Context: an optimization exercise on an open-source flow, tuned for small area. The choices shown serve that exercise and are no tape-out recipe.
In this exercise RTL edits were held to simulation tests only and were not proved equivalent to the original.

// Posit_div_N32_ES6_PIPE12
module Posit_div_N32_ES6_PIPE12(clk, in1, in2, start, out, inf, zero, done);
Settings: LEC_CHECK=0, ABC_AREA=1, CAP_MARGIN=5, CORE_MARGIN=2, CORE_UTILIZATION=65, CTS_BUF_LIST=sky130_fd_sc_hd__clkbuf_8, CTS_CLUSTER_DIAMETER=80, CTS_CLUSTER_SIZE=16, SLEW_MARGIN=5; clock period 9.0 ns.
standard.sh (not shown) runs the stock make flow with config.mk's settings and CLKGATE_MAP_FILE= SYNTH_SCRIPT=/design/flow/synth_recipe.tcl, a recipe that flattens the netlist after the stock synthesis.
==> flow/flow/run.sh <==
#!/bin/bash
# Standard ORFS layout, with one extra netlist pass between synthesis and floorplan:
# flow/polar.py removes inverters from the synthesized netlist by flipping the polarity
# of full-adder cells (FA(~a,~b,~c) = ~FA(a,b,c)), swapping xor/xnor, rebuilding half
# adders next to inverters from xor/xnor + and/nand/nor gates, and merging a gate with
# a following inverter into the complementary gate.  Registers are left as synthesized.
set -euo pipefail
WH=$(grep -o 'WORK_HOME=[^ ]*' standard.sh | head -1 | cut -d= -f2)
R=$WH/results/sky130hd/Posit_div_N32_ES6_PIPE12/base
bash standard.sh "$R/1_2_yosys.v" > synth_make.log 2>&1
cp "$R/1_2_yosys.v" "$R/1_2_yosys.std.v"
python3 flow/polar.py "$R/1_2_yosys.std.v" "$R/1_2_yosys.pol.v" > polar.log 2>&1
cp "$R/1_2_yosys.pol.v" "$R/1_2_yosys.v"
bash standard.sh > layout_make.log 2>&1
Other scripts of this flow, unchanged in this note and not shown: flow/flow/polar.py
Edit:
==> flow/flow/run.sh (replaced) <==
#!/bin/bash
# Standard ORFS layout, with one extra netlist pass between synthesis and floorplan:
# flow/polar.py flips the polarity of full-adder cells (FA(~a,~b,~c) = ~FA(a,b,c))
# where that removes inverters.  Registers and everything else are left as synthesized.
set -euo pipefail
WH=$(grep -o 'WORK_HOME=[^ ]*' standard.sh | head -1 | cut -d= -f2)
R=$WH/results/sky130hd/Posit_div_N32_ES6_PIPE12/base
bash standard.sh "$R/1_2_yosys.v" > synth_make.log 2>&1
cp "$R/1_2_yosys.v" "$R/1_2_yosys.std.v"
python3 flow/polar.py "$R/1_2_yosys.std.v" "$R/1_2_yosys.pol.v" > polar.log 2>&1
cp "$R/1_2_yosys.pol.v" "$R/1_2_yosys.v"
bash standard.sh > layout_make.log 2>&1
- CTS_CLUSTER_DIAMETER: 80 -> not set
- CTS_CLUSTER_SIZE: 16 -> not set
Cell count increases by 1.3%.
Cell area increases by 2.0%.
Via count increases by 0.68%.

Starting RTL as in the previous note.
clock: 9.0 ns
lec_check: 0
abc_area: 1
cap_margin: 5
core_margin: 2
core_utilization: 70
cts_buf_list: sky130_fd_sc_hd__clkbuf_8
place_density: 0.75
slew_margin: 5
==> flow/flow/run.sh <==
#!/bin/bash
# Standard ORFS layout, with one extra netlist pass between synthesis and floorplan:
# flow/polar.py removes inverters from the synthesized netlist by flipping the polarity
# of full-adder cells (FA(~a,~b,~c) = ~FA(a,b,c)), swapping xor/xnor, rebuilding half
# adders next to inverters from xor/xnor + and/nand/nor gates, and merging a gate with
# a following inverter into the complementary gate.  Registers are left as synthesized.
set -euo pipefail
WH=$(grep -o 'WORK_HOME=[^ ]*' standard.sh | head -1 | cut -d= -f2)
R=$WH/results/sky130hd/Posit_div_N32_ES6_PIPE12/base
bash standard.sh "$R/1_2_yosys.v" > synth_make.log 2>&1
cp "$R/1_2_yosys.v" "$R/1_2_yosys.std.v"
python3 flow/polar.py "$R/1_2_yosys.std.v" "$R/1_2_yosys.pol.v" > polar.log 2>&1
cp "$R/1_2_yosys.pol.v" "$R/1_2_yosys.v"
bash standard.sh > layout_make.log 2>&1
Other scripts of this flow, unchanged in this note and not shown: flow/flow/polar.py
Rerun with:
CORE_UTILIZATION = 65   (was 70)
CTS_BUF_LIST = sky130_fd_sc_hd__clkbuf_16   (was sky130_fd_sc_hd__clkbuf_8)
CTS_CLUSTER_DIAMETER = 120   (was not set)
CTS_CLUSTER_SIZE = 30   (was not set)
PLACE_DENSITY = not set   (was 0.75)
Effect: Core utilization decreases by 6.7 points; critical path depth decreases by 2; wire length decreases by 2.0%.

-- afterwards: timing with drivers on the ports --
No port has a modelled driver above. Below, the same layouts with a new extraction and two added sets of constraints. Step 1 sets driving cells, clkbuf_16 on the clock port and buf_2 on the other inputs (assumed; they add their load-dependent delay and slew). Step 2, shift: input delay + t, output delay - t, t = (earliest + latest rising clock arrival at the registers) / 2. This alone moves slack from input paths to output paths. a / b / c = ideal ports / drivers / drivers and shift; a / b = the first two.
run | t (ns) | slack for setup (ns) | clock arrival spread, ns
the first run of note 1 | 0.698 | 0.750 / 0.679 / 0.816 | 0.065 / 0.065
the second run of note 1 | 0.756 | 0.670 / 0.603 / 0.821 | 0.063 / 0.063
the first run of note 2 | 0.743 | 0.685 / 0.614 / 0.735 | 0.064 / 0.064
the second run of note 2 | 0.646 | 0.730 / 0.658 / 0.828 | 0.024 / 0.024
After both steps every run listed still meets setup and hold.
